This is an optimization exercise on Yosys and OpenROAD, whose aim is small area and a short achievable clock period, not a production implementation. The RTL was checked by simulation tests, not by an equivalence proof against the original design. Power figures rest on the tool's default switching activity, not on a simulated workload.

==> design/flow/design.v <==
module cpu (
    input clk,
    input reset,
    output reg [15:0] mem_addr,
    output reg [7:0] mem_data_write,
    input [7:0] mem_data_read,
    output reg mem_do_write,
    input [4:0] interrupts_enabled,
    input [4:0] interrupts_request,
    output reg [4:0] interrupts_ack,
    output cpu_is_halted,
    output [15:0] dbg_pc,
    output [15:0] dbg_sp,
    output [15:0] dbg_AF,
    output [15:0] dbg_BC,
    output [15:0] dbg_DE,
    output [15:0] dbg_HL,
    output dbg_instruction_retired,
    output reg [7:0] dbg_last_opcode
);
localparam S_IDLE = 4'd0,   
           S_FET  = 4'd1,
           S_DEC  = 4'd2,
           S_CB   = 4'd3,
           S_IML  = 4'd4,
           S_IMH  = 4'd5,
           S_LDL  = 4'd6,
           S_LDH  = 4'd7,
           S_EX   = 4'd8,
           S_STL  = 4'd9,
           S_STH  = 4'd10,
           S_PDL  = 4'd11,
           S_PDH  = 4'd12,
           S_WB   = 4'd13;
reg [3:0] st, nst;
reg [1:0] ph;
reg halted;
reg ime;
reg [15:0] pc, sp;
reg [7:0] rA, rB, rC, rD, rE, rH, rL;
reg fZ, fN, fH, fC;
reg [15:0] t;           
reg [4:0] ih;           
reg cbm;                
wire [7:0] op = dbg_last_opcode;
wire [7:0] cbop = t[15:8];
wire intr = |ih;
assign cpu_is_halted = halted;
assign dbg_pc = pc;
assign dbg_sp = sp;
assign dbg_AF = {rA, fZ, fN, fH, fC, 4'b0};
assign dbg_BC = {rB, rC};
assign dbg_DE = {rD, rE};
assign dbg_HL = {rH, rL};
assign dbg_instruction_retired = st == S_WB;
wire [4:0] irq = interrupts_request & interrupts_enabled;
wire pending = ime & |irq;
wire [4:0] irq_first = irq & (~irq + 5'd1);
wire op_halts = mem_data_read == 8'h76 || mem_data_read == 8'h10 ||
                mem_data_read == 8'hd3 || mem_data_read == 8'hdb ||
                mem_data_read == 8'hdd || mem_data_read == 8'he3 ||
                mem_data_read == 8'he4 || mem_data_read == 8'heb ||
                mem_data_read == 8'hec || mem_data_read == 8'hed ||
                mem_data_read == 8'hf4 || mem_data_read == 8'hfc ||
                mem_data_read == 8'hfd;
wire nrm = ~intr & ~cbm;
wire cbx = cbm;                  
wire intd = intr & ~cbm;         
reg cond;
always @(*)
    case (op[4:3])
        2'd0: cond = ~fZ;
        2'd1: cond = fZ;
        2'd2: cond = ~fC;
        default: cond = fC;
    endcase
wire o_ldrr_imm = (op & 8'hcf) == 8'h01;
wire o_st_a_rr  = (op & 8'hcf) == 8'h02;    
wire o_ld_a_rr  = (op & 8'hcf) == 8'h0a;    
wire o_inc16    = (op & 8'hcf) == 8'h03;
wire o_dec16    = (op & 8'hcf) == 8'h0b;
wire o_inc8     = (op & 8'hc7) == 8'h04;
wire o_dec8     = (op & 8'hc7) == 8'h05;
wire o_ld8_imm  = (op & 8'hc7) == 8'h06;
wire o_rota     = (op & 8'he7) == 8'h07;    
wire o_ldnnsp   = op == 8'h08;
wire o_addhl    = (op & 8'hcf) == 8'h09;
wire o_jr       = op == 8'h18;
wire o_jrcc     = (op & 8'he7) == 8'h20;
wire o_daa      = op == 8'h27;
wire o_cpl      = op == 8'h2f;
wire o_scf      = op == 8'h37;
wire o_ccf      = op == 8'h3f;
wire o_ldrr8    = op[7:6] == 2'b01 && op != 8'h76;
wire o_alu      = op[7:6] == 2'b10;
wire o_alui     = (op & 8'hc7) == 8'hc6;
wire o_retcc    = (op & 8'he7) == 8'hc0;
wire o_pop      = (op & 8'hcf) == 8'hc1;
wire o_jpcc     = (op & 8'he7) == 8'hc2;
wire o_jp       = op == 8'hc3;
wire o_callcc   = (op & 8'he7) == 8'hc4;
wire o_push     = (op & 8'hcf) == 8'hc5;
wire o_rst      = (op & 8'hc7) == 8'hc7;
wire o_ret      = op == 8'hc9;
wire o_reti     = op == 8'hd9;
wire o_call     = op == 8'hcd;
wire o_ldh_st   = op == 8'he0;
wire o_ldc_st   = op == 8'he2;
wire o_addsp    = op == 8'he8;
wire o_jphl     = op == 8'he9;
wire o_ldnn_st  = op == 8'hea;
wire o_ldh_ld   = op == 8'hf0;
wire o_ldc_ld   = op == 8'hf2;
wire o_di       = op == 8'hf3;
wire o_ldhlsp   = op == 8'hf8;
wire o_ldsphl   = op == 8'hf9;
wire o_ldnn_ld  = op == 8'hfa;
wire o_ei       = op == 8'hfb;
wire alu_imm_or_reg = o_alu | o_alui;
wire [2:0] alu_kind = op[5:3];    
wire call_t  = o_call | (o_callcc & cond);
wire ret_t   = o_ret | o_reti | (o_retcc & cond);
wire jp_t    = o_jp | (o_jpcc & cond);
wire jr_t    = o_jr | (o_jrcc & cond);
wire hl_src  = (o_ldrr8 | o_alu) & (op[2:0] == 3'd6) |
               (o_inc8 | o_dec8) & (op[5:3] == 3'd6);
wire hl_dst  = (o_ldrr8 | o_inc8 | o_dec8 | o_ld8_imm) & (op[5:3] == 3'd6);
wire n_imm16 = o_ldrr_imm | o_ldnnsp | o_jpcc | o_jp | o_callcc | o_call |
               o_ldnn_st | o_ldnn_ld;
wire n_imm   = n_imm16 | o_ld8_imm | o_jr | o_jrcc | o_alui | o_ldh_st |
               o_addsp | o_ldh_ld | o_ldhlsp;
wire n_ld16  = o_pop | ret_t;
wire n_ld    = n_ld16 | o_ld_a_rr | o_ldh_ld | o_ldc_ld | o_ldnn_ld | hl_src;
wire n_st16  = o_ldnnsp | o_push | call_t | o_rst;
wire n_st    = n_st16 | o_st_a_rr | o_ldh_st | o_ldc_st | o_ldnn_st | hl_dst;
wire n_pad   = call_t | o_retcc | o_ret | o_reti | o_rst | jp_t | jr_t |
               o_ldsphl | o_inc16 | o_dec16 | o_addhl | o_addsp | o_ldhlsp | o_push;
wire n_pad8  = (o_retcc & cond) | o_addsp;
wire cb_hl   = cbop[2:0] == 3'd6;
wire cb_bit  = cbop[7:6] == 2'b01;
wire d_imm   = nrm & n_imm;
wire d_imm16 = nrm & n_imm16;
wire d_ld    = nrm ? n_ld : (cbx & cb_hl);
wire d_ld16  = nrm & n_ld16;
wire d_st    = nrm ? n_st : intd | (cbx & cb_hl & ~cb_bit);
wire d_st16  = nrm ? n_st16 : intr;
wire d_pad   = nrm & n_pad;
wire d_pad8  = nrm & n_pad8;
reg [1:0] n_len;
always @(*)
    if (n_imm16) n_len = 2'd3;
    else if (n_imm | op == 8'hcb) n_len = 2'd2;
    else n_len = 2'd1;
wire [1:0] pc_inc = intr ? (cbm ? 2'd1 : 2'd0) : (cbm ? 2'd2 : n_len);
wire [15:0] pcn = pc + {14'b0, pc_inc};
reg [2:0] sidx;
always @(*)
    if (cbm) sidx = cbop[2:0];
    else if (o_inc8 | o_dec8) sidx = op[5:3];
    else sidx = op[2:0];
wire s_useT = sidx == 3'd6 | (nrm & (o_ld8_imm | o_alui | o_ld_a_rr | o_ldh_ld | o_ldc_ld | o_ldnn_ld));
reg [7:0] sv;
always @(*)
    if (s_useT) sv = t[7:0];
    else case (sidx)
        3'd0: sv = rB;
        3'd1: sv = rC;
        3'd2: sv = rD;
        3'd3: sv = rE;
        3'd4: sv = rH;
        3'd5: sv = rL;
        default: sv = rA;
    endcase
reg [15:0] rr;      
always @(*)
    case (op[5:4])
        2'd0: rr = {rB, rC};
        2'd1: rr = {rD, rE};
        2'd2: rr = {rH, rL};
        default: rr = sp;
    endcase
wire [7:0] daa_add = ((fH | (~fN & (rA[3:0] > 4'h9))) ? 8'h06 : 8'h00) |
                     ((fC | (~fN & (rA > 8'h99))) ? 8'h60 : 8'h00);
wire sub8 = (alu_imm_or_reg & (alu_kind == 3'd2 | alu_kind == 3'd3 | alu_kind == 3'd7)) | o_dec8;
wire [15:0] sext_t = {{8{t[7]}}, t[7:0]};
reg [15:0] ax, ay;
reg acin;
always @(*) begin
    ax = sp;
    ay = 16'hfffe;
    acin = 1'b0;
    if (nrm) begin
        if (o_inc16) begin ax = rr; ay = 16'h0001; end
        else if (o_dec16) begin ax = rr; ay = 16'hffff; end
        else if (o_addhl) begin ax = rr; ay = {rH, rL}; end
        else if (o_st_a_rr | o_ld_a_rr) begin
            ax = {rH, rL}; ay = op[4] ? 16'hffff : 16'h0001;
        end
        else if (o_pop | o_ret | o_reti | o_retcc) begin ax = sp; ay = 16'h0002; end
        else if (o_addsp | o_ldhlsp) begin ax = sp; ay = sext_t; end
        else if (o_jr | o_jrcc) begin ax = mem_addr; ay = sext_t; acin = 1'b1; end
        else if (alu_imm_or_reg) begin
            ax = {8'h00, rA};
            ay = {8'h00, sub8 ? ~sv : sv};
            acin = sub8 ^ (alu_kind[0] & ~alu_kind[2] & fC);
        end
        else if (o_inc8) begin ax = {8'h00, sv}; ay = 16'h0001; end
        else if (o_dec8) begin ax = {8'h00, sv}; ay = 16'h00ff; end
        else if (o_daa) begin
            ax = {8'h00, rA}; ay = {8'h00, fN ? ~daa_add : daa_add}; acin = fN;
        end
    end
end
wire [16:0] asum = {1'b0, ax} + {1'b0, ay} + {16'b0, acin};
wire c4  = ax[4] ^ ay[4] ^ asum[4];
wire c8  = ax[8] ^ ay[8] ^ asum[8];
wire c12 = ax[12] ^ ay[12] ^ asum[12];
wire c16 = asum[16];
wire [7:0] bmask = 8'b1 << cbop[5:3];
wire [7:0] sh_in = (nrm & o_rota) ? rA : sv;
wire [2:0] sh_kind = (nrm & o_rota) ? {1'b0, op[4:3]} : cbop[5:3];
reg [7:0] sh_out;
reg sh_c;
always @(*)
    case (sh_kind)
        3'd0: begin sh_out = {sh_in[6:0], sh_in[7]}; sh_c = sh_in[7]; end    
        3'd1: begin sh_out = {sh_in[0], sh_in[7:1]}; sh_c = sh_in[0]; end    
        3'd2: begin sh_out = {sh_in[6:0], fC}; sh_c = sh_in[7]; end          
        3'd3: begin sh_out = {fC, sh_in[7:1]}; sh_c = sh_in[0]; end          
        3'd4: begin sh_out = {sh_in[6:0], 1'b0}; sh_c = sh_in[7]; end        
        3'd5: begin sh_out = {sh_in[7], sh_in[7:1]}; sh_c = sh_in[0]; end    
        3'd6: begin sh_out = {sh_in[3:0], sh_in[7:4]}; sh_c = 1'b0; end      
        default: begin sh_out = {1'b0, sh_in[7:1]}; sh_c = sh_in[0]; end     
    endcase
reg [7:0] w8;
always @(*)
    if (cbm) begin
        case (cbop[7:6])
            2'b00: w8 = sh_out;
            2'b01: w8 = sv & bmask;
            2'b10: w8 = sv & ~bmask;
            default: w8 = sv | bmask;
        endcase
    end else if (o_rota) w8 = sh_out;
    else if (o_cpl) w8 = ~rA;
    else if (alu_imm_or_reg & alu_kind == 3'd4) w8 = rA & sv;
    else if (alu_imm_or_reg & alu_kind == 3'd5) w8 = rA ^ sv;
    else if (alu_imm_or_reg & alu_kind == 3'd6) w8 = rA | sv;
    else if (alu_imm_or_reg | o_inc8 | o_dec8 | o_daa) w8 = asum[7:0];
    else w8 = sv;
wire z8 = w8 == 8'h00;
reg [2:0] didx;
reg w8_en;
always @(*) begin
    didx = 3'd7;
    w8_en = 1'b0;
    if (cbm) begin
        didx = cbop[2:0];
        w8_en = ~cb_bit;
    end else if (nrm) begin
        if (o_ldrr8 | o_ld8_imm | o_inc8 | o_dec8) begin didx = op[5:3]; w8_en = 1'b1; end
        else if ((alu_imm_or_reg & alu_kind != 3'd7) | o_rota | o_daa | o_cpl |
                 o_ld_a_rr | o_ldh_ld | o_ldc_ld | o_ldnn_ld) w8_en = 1'b1;
    end
end
wire w16_T  = nrm & (o_ldrr_imm | o_pop);           
wire w16_ad = nrm & (o_inc16 | o_dec16);            
wire hl_ad  = nrm & (o_addhl | o_ldhlsp | ((o_st_a_rr | o_ld_a_rr) & op[5]));
wire sp_ad  = intr | (nrm & (o_push | call_t | o_rst | o_pop | ret_t | o_addsp));
wire sp_hl  = nrm & o_ldsphl;
reg [3:0] fnew;
always @(*) begin
    fnew = {fZ, fN, fH, fC};
    if (cbm) begin
        case (cbop[7:6])
            2'b00: fnew = {z8, 1'b0, 1'b0, sh_c};
            2'b01: fnew = {z8, 1'b0, 1'b1, fC};
            default: ;
        endcase
    end else if (nrm) begin
        if (alu_imm_or_reg) begin
            case (alu_kind)
                3'd4: fnew = {z8, 1'b0, 1'b1, 1'b0};
                3'd5, 3'd6: fnew = {z8, 1'b0, 1'b0, 1'b0};
                default: fnew = {z8, sub8, c4 ^ sub8, c8 ^ sub8};
            endcase
        end
        else if (o_inc8 | o_dec8) fnew = {z8, sub8, c4 ^ sub8, fC};
        else if (o_daa) fnew = {z8, fN, 1'b0, fC | (~fN & (rA > 8'h99))};
        else if (o_cpl) fnew = {fZ, 1'b1, 1'b1, fC};
        else if (o_scf) fnew = {fZ, 1'b0, 1'b0, 1'b1};
        else if (o_ccf) fnew = {fZ, 1'b0, 1'b0, ~fC};
        else if (o_rota) fnew = {1'b0, 1'b0, 1'b0, sh_c};
        else if (o_addhl) fnew = {fZ, 1'b0, c12, c16};
        else if (o_addsp | o_ldhlsp) fnew = {1'b0, 1'b0, c4, c8};
        else if (o_pop & op[5:4] == 2'd3) fnew = t[7:4];
    end
end
reg [15:0] npc;
always @(*)
    if (intd) npc = {9'b0, 1'b1, ih[4], ih[3] | ih[2], ih[3] | ih[1], 3'b0};
    else if (nrm & (jp_t | call_t | ret_t)) npc = t;
    else if (nrm & o_jphl) npc = {rH, rL};
    else if (nrm & jr_t) npc = asum[15:0];
    else if (nrm & o_rst) npc = {10'b0, op[5:3], 3'b0};
    else npc = pcn;
reg [15:0] addr_ls;
always @(*)
    if (cbm) addr_ls = {rH, rL};
    else if (intr) addr_ls = asum[15:0];    
    else if (hl_src | hl_dst | ((o_st_a_rr | o_ld_a_rr) & op[5])) addr_ls = {rH, rL};
    else if (o_st_a_rr | o_ld_a_rr) addr_ls = op[4] ? {rD, rE} : {rB, rC};
    else if (o_ldh_st | o_ldh_ld) addr_ls = {8'hff, t[7:0]};
    else if (o_ldc_st | o_ldc_ld) addr_ls = {8'hff, rC};
    else if (o_ldnn_st | o_ldnn_ld | o_ldnnsp) addr_ls = t;
    else if (o_pop | o_ret | o_reti | o_retcc) addr_ls = sp;
    else addr_ls = asum[15:0];    
reg [15:0] sdat;
always @(*)
    if (intr) sdat = cbm ? {cbop[7:6] == 2'b11 ? {8{t[7]}} : 8'h00, w8} : pcn;
    else if (cbm | hl_dst) sdat = {8'h00, w8};
    else if (o_ldnnsp) sdat = sp;
    else if (o_push) sdat = (op[5:4] == 2'd3) ? {rA, fZ, fN, fH, fC, 4'b0} : rr;
    else if (call_t | o_rst) sdat = pcn;
    else sdat = {8'h00, rA};
wire grp = st == S_CB || st == S_IML || st == S_IMH || st == S_LDL ||
           st == S_LDH || st == S_STL || st == S_STH || st == S_PDL || st == S_PDH;
wire ph3 = ph == 2'd3;
wire cb_go = op == 8'hcb && !pending;
always @(*) begin
    nst = st;
    case (st)
        S_IDLE: nst = (pending | ~halted) ? S_FET : S_IDLE;
        S_FET:  nst = S_DEC;
        S_DEC:  nst = cb_go ? S_CB : d_imm ? S_IML : d_ld ? S_LDL : S_EX;
        S_CB:   if (ph3) nst = d_ld ? S_LDL : S_EX;
        S_IML:  if (ph3) nst = d_imm16 ? S_IMH : d_ld ? S_LDL : S_EX;
        S_IMH:  if (ph3) nst = d_ld ? S_LDL : S_EX;
        S_LDL:  if (ph3) nst = d_ld16 ? S_LDH : S_EX;
        S_LDH:  if (ph3) nst = S_EX;
        S_EX:   nst = d_st ? S_STL : d_pad ? S_PDL : S_WB;
        S_STL:  if (ph3) nst = d_st16 ? S_STH : d_pad ? S_PDL : S_WB;
        S_STH:  if (ph3) nst = d_pad ? S_PDL : S_WB;
        S_PDL:  if (ph3) nst = d_pad8 ? S_PDH : S_WB;
        S_PDH:  if (ph3) nst = S_WB;
        S_WB:   nst = (pending | ~halted) ? S_FET : S_IDLE;
        default: nst = S_IDLE;
    endcase
end
wire to_wb  = nst == S_WB;
wire to_inc = (nst != st) && (nst == S_CB || nst == S_IML || nst == S_IMH ||
                              nst == S_LDH || nst == S_STH);
wire to_ldl = nst == S_LDL && st != S_LDL;
wire to_stl = nst == S_STL && st != S_STL;
wire to_sth = nst == S_STH && st != S_STH;
always @(posedge clk) begin
    interrupts_ack <= 5'b0;
    if (reset) begin
        st <= S_IDLE;
        ph <= 2'd0;
        halted <= 1'b0;
        pc <= 16'h0000;
        sp <= 16'h0000;
        rA <= 8'h00; rB <= 8'h00; rC <= 8'h00; rD <= 8'h00;
        rE <= 8'h00; rH <= 8'h00; rL <= 8'h00;
        {fZ, fN, fH, fC} <= 4'h0;
        mem_do_write <= 1'b0;
        mem_addr <= 16'h0000;
        ime <= 1'b0;
    end else begin
        st <= nst;
        ph <= grp ? ph + 2'd1 : 2'd0;
        mem_do_write <= to_stl | to_sth;
        if (st == S_FET) begin
            dbg_last_opcode <= mem_data_read;
            halted <= op_halts & ~pending;
            ih <= pending ? irq_first : 5'b0;
            cbm <= 1'b0;
        end
        if (nst == S_FET) halted <= 1'b0;
        if (st == S_DEC) cbm <= cb_go;
        if (ph == 2'd1 && (st == S_IML || st == S_LDL)) t[7:0] <= mem_data_read;
        if (ph == 2'd1 && (st == S_CB || st == S_IMH || st == S_LDH)) t[15:8] <= mem_data_read;
        if (to_inc) mem_addr <= mem_addr + 16'd1;
        if (to_ldl | to_stl) mem_addr <= addr_ls;
        if (to_stl) mem_data_write <= sdat[7:0];
        if (to_sth) mem_data_write <= sdat[15:8];
        if (to_wb) begin
            pc <= npc;
            mem_addr <= npc;
            interrupts_ack <= ih;
            {fZ, fN, fH, fC} <= fnew;
            if (nrm & o_di) ime <= 1'b0;
            if (nrm & (o_ei | o_reti)) ime <= 1'b1;
            if (w8_en) case (didx)
                3'd0: rB <= w8;
                3'd1: rC <= w8;
                3'd2: rD <= w8;
                3'd3: rE <= w8;
                3'd4: rH <= w8;
                3'd5: rL <= w8;
                3'd7: rA <= w8;
                default: ;
            endcase
            if (w16_T | w16_ad) case (op[5:4])
                2'd0: {rB, rC} <= w16_T ? t : asum[15:0];
                2'd1: {rD, rE} <= w16_T ? t : asum[15:0];
                2'd2: {rH, rL} <= w16_T ? t : asum[15:0];
                default: if (o_pop) rA <= t[15:8]; else sp <= w16_T ? t : asum[15:0];
            endcase
            if (hl_ad) {rH, rL} <= asum[15:0];
            if (sp_ad) sp <= asum[15:0];
            if (sp_hl) sp <= {rH, rL};
        end
    end
end
endmodule
==> design/flow/run.sh <==
#!/bin/bash
# synth_recipe.tcl (not shown) runs the flow's synth.tcl, then flattens the netlist and writes it again
# the make line also repeats each setting of config.mk as NAME=value (left out here)
make -C /OpenROAD-flow-scripts/flow DESIGN_CONFIG=/design/flow/config.mk WORK_HOME=/design/flow/orfs CLKGATE_MAP_FILE= SYNTH_SCRIPT=/design/flow/synth_recipe.tcl finish
==> design/flow/config.mk <==
export PLATFORM = sky130hd
export DESIGN_NAME = cpu
export DESIGN_NICKNAME = cpu
export VERILOG_FILES = /design/flow/design.v
export SDC_FILE = /design/flow/constraint.sdc
export NUM_CORES = 4
export LEC_CHECK = 0
export CAP_MARGIN = 20
export CORE_MARGIN = 2
export CORE_UTILIZATION = 40
export SLEW_MARGIN = 20
==> design/flow/constraint.sdc <==
create_clock -name core_clock -period 12.0 [get_ports {clk}]
set_input_delay 2.4000 -clock core_clock [delete_from_list [all_inputs] [get_ports {clk}]]
set_output_delay 2.4000 -clock core_clock [all_outputs]
set_load 0.01 [all_outputs]
==> run_results.csv <==
group,metric,value,unit
place,dp_hpwl,81610,um
sta,setup_ws,2.970,ns
floorplan,num_rows,75,
sta,hold_violations,0,
floorplan,chipHeight,211.1,um
critical_path,critPathCaptureType,"flop",
logic_synthesis,syn_area,17150,um^2
floorplan,die_area,44560,um^2
finish,drive_gt1_frac,0.07898,
critical_path,path_buf_inv,0,
place,post-place-ws,3.403,ns
detailed_routing,wl_per_cell,36.15,um
sta,fin_crit,9.030,ns
finish,nFillCells,4336,
detailed_routing,dr.pass1.iters,8,
floorplan,ios,156,
logic_synthesis,ys_seq_area_frac,0.2089,
critical_path,max_stage_delay,1.08,ns
cts,clockRootBuffer,"clkbuf_16",
detailed_routing,drtIter0Drc,3908,
place,port-buffer-count,151,
cts,htreeDepth,4,
sta,fin_setup_tns,0,ns
hold_path,hp-class,"reg2reg",
global_routing,grt_max_degree,72,
detailed_routing,vias,22540,
place,gp_congestion,1.117,
cts,ctsHoldBuffers,0,
critical_path,critPathArrivalTime,9.47,ns
finish,seqCellArea,3583,um^2
cts,cts_sinks,160,
global_routing,met3_usage,0.1777,
logic_synthesis,async_flop_share,0,
sta,final.period_utilization,0.7525,
detailed_routing,wl,110300,um
cts,cts_buffers,17,
cts,cts-resized-gates,0,
sta,rsz0062_at_grt,"false",
critical_path,cp.required,12.44,ns
critical_path,worst_path_max_delay_cell,"nor4b_4",
critical_path,critPathLaunchType,"flop",
global_routing,gr-total-overflow,0,
critical_path,path_class,"reg2reg",
sta,setup_violations,0,
power,total_power,2478,uW
sta,maxSlewViolCount,0,
power,vdd_drop_max,88.15,uV
critical_path,cp_cell_sequence,"nor4b_4, mux2i_2, nand2_1, o32ai_1, a32oi_1, a22oi_2, a211oi_1, o221ai_1, a21oi_1, o21a_1, fa_1, a211oi_1, o21ai_0, a2111oi_0, nor2_1, a41o_1, o21ai_0, nand2_1, o21ai_0, a21oi_1, nor2_1, a21oi_1, a211oi_1",
logic_synthesis,ys_ff_latch,160,
critical_path,path_delay_family,"compound AO/OA/AOI/OAI gates",
logic_synthesis,yosysUniqueCellTypes,110,
global_routing,grt_pass1_wl,153100,um
global_routing,grt_pass1_vias,20270,
global_routing,grtUsageMet1,0.6215,
sta,tightestPinTransition,1.273,ns
global_routing,grt_use_total,0.4851,
finish,fin_nets,2558,
cts,clk_pin_slew,0.07,ns
finish,multi_input_area,12520,um^2
power,leakagePower,0.006786,uW
logic_synthesis,synth_edf_count,38,
status,status,"no timing/DRC/antenna violations",
finish,finish.utilization,0.4676,
global_routing,busiest_layer,"met2",
floorplan,core_area,42130,um^2
detailed_routing,antenna_left,0,
global_routing,grt_antenna_before_repair,8,
sta,maxSlewHeadroom,0.1423,
cts,clk_latency,0.53,ns
sta,max_freq,110.7,MHz
detailed_routing,drc_errors,0,
finish,area_delta_synth_final,14.87,%
logic_synthesis,synthFlopType,"dfxtp_1",
critical_path,path_max_fanout,27,
detailed_routing,via_per_inst,7.391,
floorplan,start_util,0.4071,
sta,finalClockSkew,0.02000,ns
logic_synthesis,syn_avg_cell_area,6.979,um^2
floorplan,die_w,211.1,um
cts,cts_setup_buffers,0,
run,drv_cap,0,
power,power.density,125.8,nW/um^2
logic_synthesis,netlist_instances,2458,
cts,clk_path_buf_depth,2,
global_routing,use_met2,0.6767,
logic_synthesis,yosysWarnings,1,
cts,cts_tree,"done",
## per-stage QoR
stage	hold WS (ns)	std cells	area, um^2
6_report	0.4512	3050	19700
5_1_grt	0.4743	3047	19700
4_1_cts	0.4587	3046	19680
3_5_place_dp	0.4460	3015	19100
3_3_place_gp	0.4285	3014	19070
2_1_floorplan	0.4215	2461	17170
## final cells by class
class | count | share of cell area
multi-input combinational | 2027 | 0.6353
sequential | 160 | 0.1819
timing repair buffer | 233 | 0.1082
tap | 539 | 0.03423
clock buffer | 19 | 0.02299
inverter | 56 | 0.01067
clock inverter | 12 | 0.006287
antenna | 4 | 0.0005080
## report_power, final
group	internal, uW	total, uW	switching (uW)
Sequential	584	658	74.0
Combinational	377	1240	862
Clock	299	581	282
## cell usage in the layout (no fill, tap or decap), types with 42 or more instances in the layout
master           count
nand2_1            269
nor2_1             264
a21oi_1            225
o21ai_0            215
clkdlybuf4s50_1    150
dfxtp_1            122
a211oi_1            98
buf_4               82
nand3_1             69
o22ai_1             62
nor3_1              61
o211ai_1            59
inv_1               52
mux2i_1             48
a31oi_1             42
## cell usage after synthesis, drive strengths merged, types with 7 or more instances
| cell | number | share of area |
|---|---|---|
| o311ai | 9 | 0.0046 |
| and3 | 32 | 0.012 |
| nand2b | 23 | 0.0084 |
| nor4 | 12 | 0.0061 |
| edfxtp | 38 | 0.067 |
| and4 | 8 | 0.0041 |
| nor2 | 270 | 0.060 |
| nor3b | 10 | 0.0044 |
| buf | 57 | 0.020 |
| a32oi | 9 | 0.0046 |
| o22a | 11 | 0.0056 |
| o22ai | 62 | 0.023 |
| a22oi | 16 | 0.0073 |
| or2 | 14 | 0.0051 |
| o21a | 8 | 0.0035 |
| xnor2 | 41 | 0.021 |
| and2 | 14 | 0.0051 |
| nand2 | 271 | 0.060 |
| a21boi | 7 | 0.0044 |
| dfxtp | 122 | 0.14 |
| o221ai | 24 | 0.013 |
| clkbuf | 161 | 0.035 |
| a21o | 13 | 0.0057 |
| nand4 | 16 | 0.0058 |
| a221oi | 34 | 0.019 |
| o31ai | 12 | 0.0061 |
| ha | 41 | 0.030 |
| o211ai | 59 | 0.026 |
| o21ai | 227 | 0.067 |
| or3 | 15 | 0.0055 |
| o2111ai | 8 | 0.0041 |
| mux2 | 19 | 0.012 |
| nor3 | 64 | 0.019 |
| a311oi | 16 | 0.0082 |
| mux2i | 49 | 0.029 |
| a221o | 15 | 0.0088 |
| nor2b | 29 | 0.011 |
| a21oi | 232 | 0.069 |
| inv | 54 | 0.012 |
| nand3 | 71 | 0.021 |
| a211oi | 100 | 0.044 |
| a31oi | 43 | 0.016 |
| xor2 | 23 | 0.012 |
## state kept, by name (all words and copies together), names as in the netlist, 5 cells and up
register / flops
dbg_last_opcode: 8
pc: 16
mem_addr: 16
rH: 8
ih: 5
interrupts_ack: 5
rB: 8
rC: 8
rE: 8
mem_data_write: 8
rL: 8
sp: 16
t: 16
rD: 8
rA: 8
## layer usage
layer / vias up / part of all wire
li1: 9349 / -
met1: 10750 / 0.38
met2: 1984 / 0.40
met3: 460 / 0.15
met4: 4 / 0.079
met5: - / 0.00027
## path summary, 6_finish.rpt
| check | start | to | slack, ns | cells past startpoint |
|---|---|---|---|---|
| max reg2reg | dbg_last_opcode[6] | sp[14] | 2.97 | 23 |
| max | dbg_last_opcode[6] | sp[14] | 2.97 | 23 |
| min | ph[0] | ph[0] | 0.45 | 1 |
| min reg2reg | ph[0] | ph[0] | 0.45 | 1 |
## cell families (layout without fill, tap and decap cells)
kind of cell / count (synthesis) / after routing / synth area share
multiplexers: 68 / 68 / 0.04128
flip-flops: 160 / 160 / 0.2089
other: 1 / 8 / 0.0002186
AND/OR/NAND/NOR: 874 / 874 / 0.2409
XOR/XNOR: 64 / 64 / 0.03268
adder cells (fa/ha/maj): 43 / 43 / 0.03224
buffers and inverters: 274 / 320 / 0.06710
AO/OA/AOI/OAI: 974 / 974 / 0.3767

port drivers added, routing unchanged:
The results above use ideal ports. As a check the final layout listed here was re-extracted and re-timed, cells and wires unchanged.
Step 1 assumes that a clkbuf_16 drives the clock port and a buf_2 every other input.
Step 2 also shifts input and output timing later by t, the mid clock arrival at the registers, as if the neighbouring blocks saw the same clock.
Three values: no drivers, after step 1, after step 2; two values: the first two.
shift t [ns]: 0.580
setup slack, ns: 2.970 / 2.970 / 2.970
worst register clock-pin slew, ns: 0.08 / 0.08
cell pins on the clock port's net: 1
After both steps this run still meets setup and hold. The setup slack of this run moves by 0.000 ns with the drivers and by 0.000 ns with both steps.
